This is an optimization exercise on Yosys and OpenROAD, whose aim is small area, a short achievable clock period and few clock cycles, not a production implementation.
The RTL was checked by simulation tests, not by an equivalence proof against the original design.
Power is estimated from default activity; no workload was simulated.

v16:
Design conv_engine, start of the top module:
module conv_engine(
    input         clk,
    input         reset,
    input         en_ctrl,
    output [15:0] s_addr,
    output [15:0] w_addr,
    output [15:0] b_addr,
    input  [7:0]  signal,
    input  [7:0]  weight,
    input  [7:0]  bias,
    output [15:0] save_addr,
    output [7:0]  convout,
    output        en_write,
    output        finish
);
Size: roughly 1200 cells after synthesis, about 170 flip-flops, roughly 100 I/O pins, roughly 11000 sq um of cells after synthesis.
Settings: LEC_CHECK=0, CAP_MARGIN=20, CORE_MARGIN=2, CORE_UTILIZATION=40, SLEW_MARGIN=20; clock period 10.0 ns.
standard.sh (not shown) runs the stock make flow with config.mk's settings and CLKGATE_MAP_FILE= SYNTH_SCRIPT=/design/flow/synth_recipe.tcl, a recipe that flattens the netlist after the stock synthesis.
==> flow/flow/run.sh <==
#!/bin/bash
set -uo pipefail
MARGIN=$(cat flow/margin 2>/dev/null || echo 7)
EXTRA=()
if [[ -f flow/extra ]]; then
    while IFS= read -r line; do
        [[ -n "$line" ]] && EXTRA+=("$line")
    done < flow/extra
fi
bash standard.sh "SETUP_SLACK_MARGIN=$MARGIN" \
    "BUFFER_PORTS_ARGS=-buffer_cell sky130_fd_sc_hd__buf_1" "${EXTRA[@]}" finish > run_make.log 2>&1
status=$?
tail -5 run_make.log
exit $status
==> flow/flow/extra <==
SKIP_REPAIR_TIE_FANOUT=1
SETUP_MOVE_SEQUENCE=sizeup,swap
==> flow/flow/margin <==
7
v16 reached the final stage; the timing, DRC and antenna checks on its layout passed.
Testbench counts of v16, summed over its fixed seeds: cycles 4,137,219.
--- input diff v16..v3 ---
Settings: CTS_BUF_LIST newly set to sky130_fd_sc_hd__clkbuf_8.
==> flow/flow/extra <==
SKIP_REPAIR_TIE_FANOUT=1
==> flow/flow/margin <==
6.9
Results
Per the comparison of v3 with v16, post-synthesis to final-layout area growth fell 0.90 points; final design utilization fell by 0.36 points; clock skew barely changed; cell count shows an increase of 31; sequential power did not really move.
v3 falls short of v16 in fmax.
### v3 -> v23
Settings: CTS_BUF_LIST removed (was sky130_fd_sc_hd__clkbuf_8).
==> flow/flow/extra <==
SKIP_REPAIR_TIE_FANOUT=1
SKIP_GATE_CLONING=1
==> flow/flow/margin <==
7
==> notes.md <==
- v23 | stages: all done | timing, DRC, antenna: all pass
- Compared with v3, in v23 number of clock buffer instances in the layout saw little to no change, actual slew at the worst max-slew pin saw a decrease.
- Between v23 and v3, it is v23 whose combined flip-flop and latch cell area is higher, by about 0.8%.
- Min final wirelength across v3 and v23: v3
- w_addr[1] as the timing endpoint of the critical path was reported by v3, and wa[11] by v23.
- v23: clock share of power higher than v3
- Changes observed in v23 relative to v3: half-perimeter wire length of the detailed placement result now smaller, setup slack now larger.
Modified inputs, v40 compared to v23
Settings: an added CTS_CLUSTER_SIZE of 30; an added CTS_BUF_LIST of sky130_fd_sc_hd__clkbuf_8.
==> flow/flow/run.sh <==
#!/bin/bash
set -uo pipefail
MARGIN=$(cat flow/margin 2>/dev/null || echo 7)
bash standard.sh "SETUP_SLACK_MARGIN=$MARGIN" \
    "BUFFER_PORTS_ARGS=-buffer_cell sky130_fd_sc_hd__buf_1" finish > run_make.log 2>&1
status=$?
tail -5 run_make.log
exit $status
removed: flow/flow/extra
Results
- v40 completed; timing, DRC and antenna clean
- Compared with v23, v40 shows wire length that has gone down by a few percent.
- Share of the clock period used by the worst path of v40 is on par with v23.
- The number of distinct library cells after synthesis was comparable across v40 and v23.

* * *

== run A ==
conv_engine again, from the RTL that the note above started with.
export LEC_CHECK = 0
export CAP_MARGIN = 20
export CORE_MARGIN = 2
export CORE_UTILIZATION = 40
export GPL_ROUTABILITY_DRIVEN = 1
export GPL_TIMING_DRIVEN = 1
export SLEW_MARGIN = 20
create_clock -name core_clock -period 10.0 [get_ports {clk}]
==> flow/flow/run.sh <==
#!/bin/bash
set -uo pipefail
MARGIN=$(cat flow/margin 2>/dev/null || echo 7)
EXTRA=()
if [[ -f flow/extra ]]; then
    while IFS= read -r line; do
        [[ -n "$line" ]] && EXTRA+=("$line")
    done < flow/extra
fi
bash standard.sh "SETUP_SLACK_MARGIN=$MARGIN" \
    "BUFFER_PORTS_ARGS=-buffer_cell sky130_fd_sc_hd__buf_1" "${EXTRA[@]}" finish > run_make.log 2>&1
status=$?
tail -5 run_make.log
exit $status
==> flow/flow/extra <==
SKIP_REPAIR_TIE_FANOUT=1
==> flow/flow/margin <==
6.8
Testbench counts of run A, summed over its fixed seeds: cycles 4,137,219.
> inputs changed (run A -> run B)
==> flow/flow/run.sh <==
#!/bin/bash
set -uo pipefail
MARGIN=$(cat flow/margin 2>/dev/null || echo 7)
bash standard.sh "SETUP_SLACK_MARGIN=$MARGIN" \
    "BUFFER_PORTS_ARGS=-buffer_cell sky130_fd_sc_hd__buf_1" finish > run_make.log 2>&1
status=$?
tail -5 run_make.log
exit $status
==> flow/flow/margin <==
6.0
-- flow/config.mk --
<<< run A, line 9
export CORE_MARGIN = 2
export CORE_UTILIZATION = 40
export GPL_ROUTABILITY_DRIVEN = 1
export GPL_TIMING_DRIVEN = 1
export SLEW_MARGIN = 20
>>> run B, line 9
export CORE_MARGIN = 2
export CORE_UTILIZATION = 40
export SLEW_MARGIN = 20
removed: flow/flow/extra
## What came out
- Fraction of power consumed by combinational cells: run A and run B compared, higher one is run A
- [run B] routed wire length fell 3.9% relative to run A
- Compared with run A, run B shows worst setup slack lower by 0.51 ns.
- The startpoint of the worst setup timing path comes out p0 in one run and y[2] in the other, namely in run B and run A respectively.
- Run B: instance count on the critical path 13 above run A
- Reported for run A and run B, synthesized cell count turned out identical to the last digit.
- Between run A and run B, global-route usage is higher for run A, run B comes in under that.
- On headroom to the max-slew limit, run B does worse than run A.
- Comparing run A and run B, the higher final area was measured on run A.
The inputs of run C differ from those of run B as listed below.
==> flow/flow/margin <==
7
-- flow/config.mk --
<<< run B, line 9
export CORE_MARGIN = 2
export CORE_UTILIZATION = 40
export SLEW_MARGIN = 20
>>> run C, line 9
export CORE_MARGIN = 2
export CORE_UTILIZATION = 40
export CTS_CLUSTER_DIAMETER = 200
export CTS_CLUSTER_SIZE = 50
export SLEW_MARGIN = 20
==> comparison <==
Power consumed by combinational cells | run C above run B. Run C -> run B: largest net degree at the start of global routing delta 0, exact match. Compared run C against run B; fraction of met2 tracks used by global routing within noise. Run B leaves less setup margin than run C.
Setup changes, run C to run D
==> flow/flow/run.sh <==
#!/bin/bash
set -uo pipefail
MARGIN=$(cat flow/margin 2>/dev/null || echo 7)
EXTRA=()
if [[ -f flow/extra ]]; then
    while IFS= read -r line; do
        [[ -n "$line" ]] && EXTRA+=("$line")
    done < flow/extra
fi
bash standard.sh "SETUP_SLACK_MARGIN=$MARGIN" \
    "BUFFER_PORTS_ARGS=-buffer_cell sky130_fd_sc_hd__buf_1" "${EXTRA[@]}" finish > run_make.log 2>&1
status=$?
tail -5 run_make.log
exit $status
==> flow/flow/extra (new file) <==
SKIP_REPAIR_TIE_FANOUT=1
-- flow/config.mk --
<<< run C, line 9
export CORE_MARGIN = 2
export CORE_UTILIZATION = 40
export CTS_CLUSTER_DIAMETER = 200
export CTS_CLUSTER_SIZE = 50
export SLEW_MARGIN = 20
>>> run D, line 9
export CORE_MARGIN = 2
export CORE_UTILIZATION = 40
export SLEW_MARGIN = 20
export TNS_END_PERCENT = 60
## What came out
- From run C to run D the numbers moved as follows: basic-gate share of the synthesized area counting and, or, nand and nor cells flat, total via count after detailed routing now sits higher.
- Going from run C to run D, the area growth from synthesis to layout was found to have gone down by 0.27 points.
- Start point of the critical path: p15 -> run C, xp[2] -> run D
- In the reports for run C and run D, the smaller total power belongs to run C.
- Category of the most critical setup path = flop to primary output: run D; category of the most critical setup path = flop to flop: run C
#### Input delta (run E over run D)
==> flow/flow/margin <==
6.8
-- flow/config.mk --
<<< run D, line 8
export CAP_MARGIN = 20
export CORE_MARGIN = 2
export CORE_UTILIZATION = 40
export SLEW_MARGIN = 20
export TNS_END_PERCENT = 60
>>> run E, line 8
export CAP_MARGIN = 20
export CORE_MARGIN = 2
export CORE_UTILIZATION = 60
export SLEW_MARGIN = 20
Results
- Relative to run D, run E improves die footprint.
- Going from run D to run E, wire length of the first global-routing pass dropped about 0.4%, worst-case setup margin in the final layout shrank by 0.10 ns.

## port drivers added, routing unchanged
The flow's constraints put no driver on any port. The routed layouts listed below were extracted and timed again, unchanged, in two steps.
Step 1: set_driving_cell puts a clkbuf_16 on clk and a buf_2 on each other input, an assumption about the parent block.
Step 2 times the ports against the registers' clock, not the clock port: input delays grow and output delays shrink by t, the midpoint of the rising clock arrivals with the driver on.
Three values: no drivers, after step 1, after step 2; two values: the first two.
| run | t (ns) | setup WS [ns] | slew at the worst register clock pin (ns) | cell pins on the clock port's net |
|---|---|---|---|---|
| v16 | 0.481 | 6.944 / 6.944 / 6.685 | 0.08 / 0.08 | 1 |
| v3 | 0.513 | 6.925 / 6.880 / 6.743 | 0.11 / 0.11 | 1 |
| v23 | 0.489 | 6.988 / 6.949 / 6.682 | 0.08 / 0.08 | 1 |
| v40 | 0.506 | 6.983 / 6.949 / 6.700 | 0.11 / 0.11 | 1 |
| run A | 0.486 | 6.904 / 6.853 / 6.690 | 0.07 / 0.07 | 1 |
| run B | 0.477 | 6.395 / 6.395 / 6.395 | 0.07 / 0.07 | 1 |
| run C | 0.474 | 7.013 / 6.979 / 6.711 | 0.07 / 0.07 | 1 |
| run D | 0.478 | 6.999 / 6.950 / 6.680 | 0.07 / 0.07 | 1 |
| run E | 0.463 | 6.897 / 6.879 / 6.732 | 0.07 / 0.07 | 1 |
After both steps every run listed still meets setup and hold. For run D, which loses most, drivers alone change the setup slack by -0.049 ns; drivers and shift together by -0.319 ns.
